Context: an optimization exercise on an open-source flow, tuned for a short achievable clock period and few clock cycles. The choices shown serve that exercise and are no tape-out recipe. At most, simulation tests tie the RTL to the original design; equivalence was not proved. Power is estimated from default activity; no workload was simulated.

==> harbor: inputs <==
Design calc_didactic, start of the top module:
module calc_didactic(
        clk,
        rst,
        mem_addr,
        mem_we,
        mem_wdata,
        mem_rdata
    );
input           clk;
input           rst;
output [9:0]    mem_addr;
output          mem_we;
output [15:0]   mem_wdata;
input  [15:0]   mem_rdata;
reg  [9:0]  addr_r;
reg         we_r;
reg  [15:0] wdata_r;
reg         fop;         
reg         arr;         
reg         fdup;        
assign mem_addr  = addr_r;
assign mem_we    = we_r;
assign mem_wdata = wdata_r;
localparam QD = 6;       
reg  [15:0] q [0:QD-1];
reg  [QD-1:0] qv;        
reg  [1:0]  qp [0:QD-1]; 
wire [15:0] q0 = q[0], q1 = q[1], q2 = q[2];
reg  [9:0]  hpc;         
reg  [9:0]  fa;          
reg  [15:0] R [0:7];     
reg         f_lazy;
reg  [15:0] f_raw;
reg  [15:0] f_res;
reg         f_c, f_o;
wire [15:0] F = f_lazy ? {11'b0, ~^f_res, f_res[15], f_res == 16'd0, f_o, f_c} : f_raw;
wire        cf = f_lazy ? f_c : f_raw[0];
localparam S_ID = 2'd0, S_W1 = 2'd1, S_W2 = 2'd2;
reg  [1:0]  st;
reg         xv;          
reg         x_alu;       
reg         x_invx, x_invy;  
reg  [1:0]  x_cis;           
reg  [9:0]  x_fsel;          
reg  [15:0] x_a, x_b;
reg         x_ma;        
  ...
Settings: LEC_CHECK=0, ABC_CLOCK_PERIOD_IN_PS=2000, CAP_MARGIN=30, CORE_MARGIN=2, CORE_UTILIZATION=40, SETUP_SLACK_MARGIN=5, SLEW_MARGIN=30; clock period 10.0 ns.
standard.sh (not shown) runs the stock make flow with config.mk's settings and CLKGATE_MAP_FILE= SYNTH_SCRIPT=/design/flow/synth_recipe.tcl, a recipe that flattens the netlist after the stock synthesis.
==> flow/flow/run.sh <==
#!/bin/bash
set -euo pipefail
MARGIN=${MARGIN:-7}
sed -E "s/SETUP_SLACK_MARGIN=[-0-9.]+/SETUP_SLACK_MARGIN=${MARGIN}/" standard.sh > standard_margin.sh
grep -c "SETUP_SLACK_MARGIN=${MARGIN}" standard_margin.sh > margin.txt
bash standard_margin.sh > standard.log 2>&1
==> maple: changes against harbor <==
--- a/flow/design.v
+++ b/flow/design.v
@@ -7,14 +7,14 @@
     input             ci,
     input      [9:0]  fsel,      
     output     [15:0] out,
     output            c,
     output            o
 );
-wire [15:0] x = in1 ^ {16{invx}};
-wire [15:0] y = in2 ^ {16{invy}};
+wire [15:0] x = in1;
+wire [15:0] y = in2;
 wire [16:0] sum = {1'b0, x} + {1'b0, y} + {16'b0, ci};
 assign out = ({16{fsel[0]}} & sum[15:0]) |
              ({16{fsel[1]}} & (in1 & in2)) |
              ({16{fsel[2]}} & (in1 | in2)) |
              ({16{fsel[3]}} & (in1 ^ in2)) |
              ({16{fsel[4]}} & ~in1) |
@@ -74,14 +74,12 @@
 reg         x_invx, x_invy;  
 reg  [1:0]  x_cis;           
 reg  [9:0]  x_fsel;          
 reg  [15:0] x_a, x_b;
 reg         x_ma;        
 reg         x_mb;        
-reg         x_fa, x_fb;  
-reg  [15:0] lres;        
 reg         x_rwe;       
 reg  [2:0]  x_reg;
 reg         x_fld;       
 reg         x_mwe;       
 reg  [9:0]  x_addr;
 wire        c0 = q0[0], c1 = q0[1], c2 = q0[2], c3 = q0[3], c5 = q0[5], c6 = q0[6];
@@ -101,19 +99,19 @@
 wire        ismv  = ~c1 & ~c3 & ~c0 & ~c5;       
 wire        isjmp = ismv & (op3 == 3'b101);
 wire        hasdisp = qp[0][0];
 wire        hasimm  = qp[0][1];
 wire        lg2 = hasdisp | hasimm;                      
 wire        lg3 = hasdisp & hasimm;                      
-wire        x_dir = x_mb & ~x_alu;
-wire        idc = (st == S_ID) | ((st == S_W2) & xv & x_dir);       
+wire        w2 = (st == S_W2);
+wire        idc = (st == S_ID) | w2;                                  
 wire        avail = idc && qv[0] && (~lg2 | qv[1]) && (~lg3 | qv[2]);
 wire [15:0] imm = mod10 ? q2 : q1;
 wire [2:0]  ia = is1 ? rm : (mod11 ? (d ? rg : rm) : rg);
 wire [2:0]  ib = d ? rm : rg;
-wire        x_exec = xv & ((st == S_ID) | ((st == S_W2) & x_dir));
+wire        x_exec = xv & idc;
 wire        x_wreg = x_exec & x_rwe;
 wire [15:0] x_val;
 wire        fwd_a = x_wreg && x_reg == ia;
 wire        fwd_b = x_wreg && x_reg == ib;
 wire [15:0] ra = R[ia];
 wire [15:0] rb = R[ib];
@@ -150,16 +148,18 @@
         endcase
         jcond = b ^ cc[3];
     end
 endfunction
 wire        jtaken = jcond(cond, F[4:0]);
 wire [9:0]  jtarget = hpc + {{2{off[7]}}, off};
+wire [9:0]  jtarget1 = hpc + {{2{off[7]}}, off} + 10'd1;
 reg         jv;
 reg         j_pred;
 reg  [3:0]  j_cond;
 reg  [9:0]  j_alt;       
+reg  [9:0]  j_alt1;      
 wire        j_miss = jv & (jcond(j_cond, F[4:0]) ^ j_pred);
 reg         d_invx, d_invy;
 reg  [1:0]  d_cis;
 reg  [9:0]  d_fsel;
 always @(*) begin
     d_invx = 1'b0;
@@ -188,14 +188,14 @@
             3'd5: d_fsel = 10'b00_0000_0100;                         
             3'd6: d_fsel = 10'b00_0000_1000;                         
             default: ;                                           
         endcase
     end
 end
-wire [15:0] alu_in1 = x_fa ? lres : x_a;
-wire [15:0] alu_in2 = x_fb ? lres : x_b;
+wire [15:0] alu_in1 = (w2 & x_ma) ? mem_rdata ^ {16{x_invx}} : x_a;
+wire [15:0] alu_in2 = (w2 & x_mb) ? mem_rdata ^ {16{x_invy}} : x_b;
 wire [15:0] alu_res;
 wire        alu_c, alu_o;
 wire        alu_ci = x_cis[1] ? (cf ^ x_cis[0]) : x_cis[0];
 alu alu(.in1(alu_in1), .in2(alu_in2), .dat(mem_rdata), .invx(x_invx), .invy(x_invy),
         .ci(alu_ci), .fsel(x_fsel), .out(alu_res), .c(alu_c), .o(alu_o));
 assign x_val = alu_res;
@@ -222,13 +222,14 @@
                      x_wreg & ((use_ea & (rm[2] ? (x_reg == rm) : (x_reg == eb || x_reg == ex))) |
                                (id_is & (x_reg == 3'd3)) |
                                (isjmp & (x_reg == ia))) |
                      (fwd_a & ((push & stkreg) | (mov & ~mod11 & ~hasimm & ~d)));
 wire        hz_flag = x_fwe & pushf;
 wire        hz_port = x_port & id_port;
-wire        go = avail & ~hz_reg & ~hz_flag & ~hz_port & ~j_miss;
+wire        go_q = avail & ~hz_reg & ~hz_flag & ~hz_port;
+wire        go = go_q & ~j_miss;
 wire        j_defer = go & isj & x_fwe;
 wire        x_alu_n = alu2;
 wire        x_ma_n  = alu2 & ~mod11 & mdst;
 wire        x_mb_n  = popf | pop | (push & ~stkreg) | (mov & ~mod11) | (alu2 & ~mod11 & ~mdst);
 wire        x_rwe_n = (pop & stkreg) | mov |
                       (alu2 & (mod11 ? (is1 | c3) : (~mdst & c3)));
@@ -262,13 +263,19 @@
 wire        ic_hit = ic_v[fidx] && (ic_tag[fidx] == fa[9:ICB]);
 wire [15:0] ic_word = ic_data[fidx];
 wire [9:0]  fa1 = fa + 10'd1;
 wire [ICB-1:0] fidx1 = fa1[ICB-1:0];
 wire        ic_hit1 = ic_v[fidx1] && (ic_tag[fidx1] == fa1[9:ICB]);
 wire [15:0] ic_word1 = ic_data[fidx1];
-wire        k1 = go & ~lg2, k2 = go & lg2 & ~lg3, k3 = go & lg3, k0 = ~go;
+wire [ICB-1:0] jidx0 = j_alt[ICB-1:0];
+wire [ICB-1:0] jidx1 = j_alt1[ICB-1:0];
+wire        jl_hit0 = ic_v[jidx0] && (ic_tag[jidx0] == j_alt[9:ICB]);
+wire        jl_hit1 = jl_hit0 && ic_v[jidx1] && (ic_tag[jidx1] == j_alt1[9:ICB]);
+wire        jl_ins0 = j_miss & jl_hit0;
+wire        jl_ins1 = j_miss & jl_hit1;
+wire        k1 = go_q & ~lg2, k2 = go_q & lg2 & ~lg3, k3 = go_q & lg3, k0 = ~go_q;
 wire        arr_n = fop & ~flush & ~(fdup & hit_ins);
 wire        hit_ins = ic_hit & (~fop | fdup) & ~arr & ~qv[QD-1];
 wire        pfetch = ~e_req & ~flush & ~ic_hit & space;
 wire        hit2 = hit_ins & ic_hit1 & ~qv[QD-2];
 wire        space = arr ? (fop ? ~qv[QD-3] : ~qv[QD-2]) : (fop ? ~qv[QD-2] : ~qv[QD-1]);
 wire        ins = arr | hit_ins;
@@ -305,14 +312,25 @@
         if (hit2 && qi >= 1 && !sv[qi] && !sv[qi == 0 ? 0 : qi - 1] && (qi == 1 || sv[qi < 2 ? 0 : qi - 2])) begin
             nq[qi] = ic_word1;
             nqp[qi] = ins_pd1;
             nqv[qi] = 1'b1;
         end
     end
-    if (flush)
+    if (flush) begin
         nqv = {QD{1'b0}};
+        if (jl_ins0) begin
+            nq[0] = ic_data[jidx0];
+            nqp[0] = predec(ic_data[jidx0]);
+            nqv[0] = 1'b1;
+        end
+        if (jl_ins1) begin
+            nq[1] = ic_data[jidx1];
+            nqp[1] = predec(ic_data[jidx1]);
+            nqv[1] = 1'b1;
+        end
+    end
 end
 wire [ICB-1:0] widx = addr_r[ICB-1:0];
 wire        fill = fetched;
 wire [ICB-1:0] fl_idx = fetch_a[ICB-1:0];
 wire        w_kill = we_r && ((fill && fl_idx == widx) ? (fetch_a[9:ICB] == addr_r[9:ICB])
                                                        : (ic_tag[widx] == addr_r[9:ICB]));
@@ -337,32 +355,22 @@
     for (qi = 0; qi < QD; qi = qi + 1) begin
         q[qi] <= nq[qi];
         qp[qi] <= nqp[qi];
     end
     if (x_wreg && !(is_we && x_reg == 3'd3))
         R[x_reg] <= x_val;
-    if (x_wreg)
-        lres <= x_val;
     if (is_we)
         R[3] <= is_nv;
-    if (st == S_W2 && !x_dir) begin
-        if (x_ma)
-            x_a <= mem_rdata;
-        if (x_mb)
-            x_b <= mem_rdata;
-    end
     if (idc) begin
         x_alu <= x_alu_n;
         x_invx <= d_invx;
         x_invy <= d_invy;
         x_cis <= d_cis;
         x_fsel <= d_fsel;
-        x_a <= x_a_n;
-        x_b <= x_b_n;
-        x_fa <= fwd_a & ~x_ma_n;
-        x_fb <= x_fb_n;
+        x_a <= (fwd_a ? x_val : x_a_n) ^ {16{d_invx}};
+        x_b <= (x_fb_n ? x_val : x_b_n) ^ {16{d_invy}};
         x_ma <= x_ma_n;
         x_mb <= x_mb_n;
         x_rwe <= x_rwe_n;
         x_reg <= x_reg_n;
         x_fld <= x_fld_n;
         x_mwe <= x_mwe_n;
@@ -390,42 +398,47 @@
         xv <= xv_n;
         jv <= j_defer;
         if (j_defer) begin
             j_pred <= 1'b0;
             j_cond <= cond;
             j_alt <= jtarget;
+            j_alt1 <= jtarget1;
         end
         if (x_exec && x_fld)
         begin
             f_lazy <= 1'b0;
             f_raw <= mem_rdata;
         end else if (x_exec && x_alu) begin
             f_lazy <= 1'b1;
             f_res <= alu_res;
             f_c <= alu_c;
             f_o <= alu_o;
         end
         wdata_r <= e_wdata;
-        fdup <= ~e_req & flush;
+        fdup <= ~e_req & flush & ~jl_ins0;
         if (e_req) begin
             addr_r <= e_addr;
             we_r <= e_we;
             fop <= 1'b0;
-        end else if (flush) begin
+        end else if (flush && !jl_ins0) begin
             addr_r <= target;
             we_r <= 1'b0;
             fop <= 1'b1;
         end else if (pfetch) begin
             addr_r <= fdup ? fa1 : fa;
             we_r <= 1'b0;
             fop <= 1'b1;
         end else begin
             we_r <= 1'b0;
             fop <= 1'b0;
         end
-        if (flush)
+        if (jl_ins1)
+            fa <= j_alt + 10'd2;
+        else if (jl_ins0)
+            fa <= j_alt1;
+        else if (flush)
             fa <= target;
         else if (hit2)
             fa <= fa + 10'd2;
         else if (hit_ins)
             fa <= fa + 10'd1;
         else if (fdup)
==> run summary <==
The run finished with no timing, DRC or antenna violations. The sum of net half-perimeters after detailed placement is 132.6 mm. The critical path ends at fa[9]. The data arrival time of the worst path came out at 4970 ps. The power consumed by sequential cells is 7.56 mW. The family with the most delay on the worst path is simple AND/OR/NAND/NOR gates.
(the above is from harbor)
==> run summary <==
In this run the worst setup path terminates at x_b[12]. The flow ran to the end and the layout has no timing, DRC or antenna violations. The power consumed by sequential cells is 7.31 mW. The family with the most delay on the worst path is compound AO/OA/AOI/OAI gates.

After legalization and detailed placement, the total HPWL measured 176.6 mm.
(the above is from maple)
Testbench counts of harbor, summed over its fixed seeds: cycles 19,075.
Function not checked in maple: the RTL went through the layout flow alone.

[re-timing with driven ports]
The results above use ideal ports. As a check the final layouts listed here were re-extracted and re-timed, cells and wires unchanged. Step 1 (the two cells are an assumption about what drives the block):
set clk [get_ports {clk}]
set_driving_cell -lib_cell sky130_fd_sc_hd__clkbuf_16 $clk
set_driving_cell -lib_cell sky130_fd_sc_hd__buf_2 [delete_from_list [all_inputs] $clk]
Step 2 times the ports against the registers' clock, not the clock port: input delays grow and output delays shrink by t, the midpoint of the rising clock arrivals with the driver on. Slacks: no drivers / after step 1 / after step 2; pairs: no drivers / after step 1.
run	t, ns	setup WS [ns]	latest minus earliest clock arrival (ns)	worst register clock-pin slew, ns	cell pins on the clock port's net
harbor	0.881	5.740 / 5.740 / 5.659	0.052 / 0.053	0.07 / 0.07	1
maple	0.897	5.306 / 5.348 / 4.450	0.066 / 0.067	0.07 / 0.07	1
After both steps setup and hold are still met in every run listed. The setup slack of maple, which loses most, moves by +0.042 ns with the drivers and by -0.856 ns with both steps.
